Background: an optimization exercise with open tools, aiming at small area and a short achievable clock period. Do not read the settings as production practice. At most, simulation tests tie the RTL to the original design; equivalence was not proved.

== run a ==
==> flow/design.v (excerpt) <==
module dist_sort (
    input logic        clk, rst,
    input logic [63:0] query,
    input logic [63:0] search_0,
    input logic [63:0] search_1,
    input logic [63:0] search_2,
    input logic [63:0] search_3,
    input logic [63:0] search_4,
    input logic [63:0] search_5,
    input logic [63:0] search_6,
    input logic [63:0] search_7,
    input logic        in_valid,
    output logic [2:0] addr_1st,
    output logic [2:0] addr_2nd,
    output logic       out_valid
);
    wire [63:0] nq = ~query;
    logic [3:0] m_r [8][16];
    wire [3:0] m_0_0;
    absdiff u_ad_0_0 (.na(nq[3:0]), .b(search_0[3:0]), .m(m_0_0));
    wire [3:0] m_0_1;
    absdiff u_ad_0_1 (.na(nq[7:4]), .b(search_0[7:4]), .m(m_0_1));
    wire [3:0] m_0_2;
    absdiff u_ad_0_2 (.na(nq[11:8]), .b(search_0[11:8]), .m(m_0_2));
    wire [3:0] m_0_3;
    absdiff u_ad_0_3 (.na(nq[15:12]), .b(search_0[15:12]), .m(m_0_3));
    wire [3:0] m_0_4;
    absdiff u_ad_0_4 (.na(nq[19:16]), .b(search_0[19:16]), .m(m_0_4));
    wire [3:0] m_0_5;
    absdiff u_ad_0_5 (.na(nq[23:20]), .b(search_0[23:20]), .m(m_0_5));
    wire [3:0] m_0_6;
    absdiff u_ad_0_6 (.na(nq[27:24]), .b(search_0[27:24]), .m(m_0_6));
    wire [3:0] m_0_7;
    absdiff u_ad_0_7 (.na(nq[31:28]), .b(search_0[31:28]), .m(m_0_7));
    wire [3:0] m_0_8;
    absdiff u_ad_0_8 (.na(nq[35:32]), .b(search_0[35:32]), .m(m_0_8));
    wire [3:0] m_0_9;
    absdiff u_ad_0_9 (.na(nq[39:36]), .b(search_0[39:36]), .m(m_0_9));
    wire [3:0] m_0_10;
    absdiff u_ad_0_10 (.na(nq[43:40]), .b(search_0[43:40]), .m(m_0_10));
    wire [3:0] m_0_11;
    absdiff u_ad_0_11 (.na(nq[47:44]), .b(search_0[47:44]), .m(m_0_11));
  ...
Settings: LEC_CHECK=0, ABC_AREA=1, CAP_MARGIN=20, CORE_MARGIN=2, CORE_UTILIZATION=40, SLEW_MARGIN=20, SYNTH_HIERARCHICAL=1, SYNTH_MINIMUM_KEEP_SIZE=0; clock period 17.0 ns.
run.sh (not shown) runs the stock make flow with config.mk's settings and CLKGATE_MAP_FILE= SYNTH_SCRIPT=/design/flow/synth_recipe.tcl, a recipe that flattens the netlist after the stock synthesis.
Run a completed; timing, DRC and antenna clean
What run b does differently from run a at the input level:
--- a/flow/design.v
+++ b/flow/design.v
@@ -2332,15 +2332,15 @@
     logic [7:0] first, second;
     always_comb begin
         for (int j = 0; j < 8; j++) begin
             logic [7:0] lose;
             for (int i = 0; i < 8; i++)
                 lose[i] = (i < j) ? le[i][j] : (i > j) ? ~le[j][i] : 1'b0;
             first[j] = lose == 8'd0;
-            second[j] = (lose != 8'd0) && ((lose & (lose - 8'd1)) == 8'd0);
+            second[j] = $onehot(lose);
         end
     end
     function automatic logic [2:0] enc(input logic [7:0] oh);
         enc = {oh[4] | oh[5] | oh[6] | oh[7], oh[2] | oh[3] | oh[6] | oh[7], oh[1] | oh[3] | oh[5] | oh[7]};
     endfunction
     always_ff @(posedge clk) begin
         addr_1st <= enc(first);
==> comparison <==
- Run b finished every step from synthesis to the final layout, and the layout passed the timing, DRC and antenna checks.
- The total wirelength of the detailed-routed design of run b was superior to that of run a.
- Sort run b and run a by total non-filler cell area in the finished layout, ascending, and run a comes first.
- From run a to run b the numbers moved as follows: cell count went down.
- Between run a and run b, the fraction of standard cell area in multi-input logic figures differ only marginally.
- Run b vs run a: final estimated routing congestion in global placement up slightly
- Against run a, run b reports a fill cell total of the finished layout that is higher.
- Comparing run b and run a, the lower worst-case hold slack is on run b.
- The global-route wire length before repair reported for run b is smaller than that of run a by 10 mm.
- Die size: run b exceeds run a
- Post-route worst setup slack: run b vs run a down 0.042 ns
For run b, only the layout was checked, not whether the RTL still works.

==> re-timing with driven ports <==
In the flow no input, the clock included, has a driving cell. The finished layouts below were timed again as built, in two steps.
Step 1: set_driving_cell puts a clkbuf_16 on clk and a buf_2 on each other input, an assumption about the parent block.
Step 2 times the ports against the registers' clock, not the clock port: input delays grow and output delays shrink by t, the midpoint of the rising clock arrivals with the driver on.
Slacks: ideal ports / drivers / drivers and shift; pairs: ideal ports / drivers.
run | shift t [ns] | slack for setup (ns) | worst register clock-pin slew, ns
run a | 0.756 | 11.242 / 11.299 / 10.543 | 0.07 / 0.07
run b | 0.754 | 11.199 / 11.255 / 10.501 | 0.07 / 0.07
After both steps every run listed still meets setup and hold. For run a, which loses most, drivers alone change the setup slack by +0.057 ns; drivers and shift together by -0.699 ns.
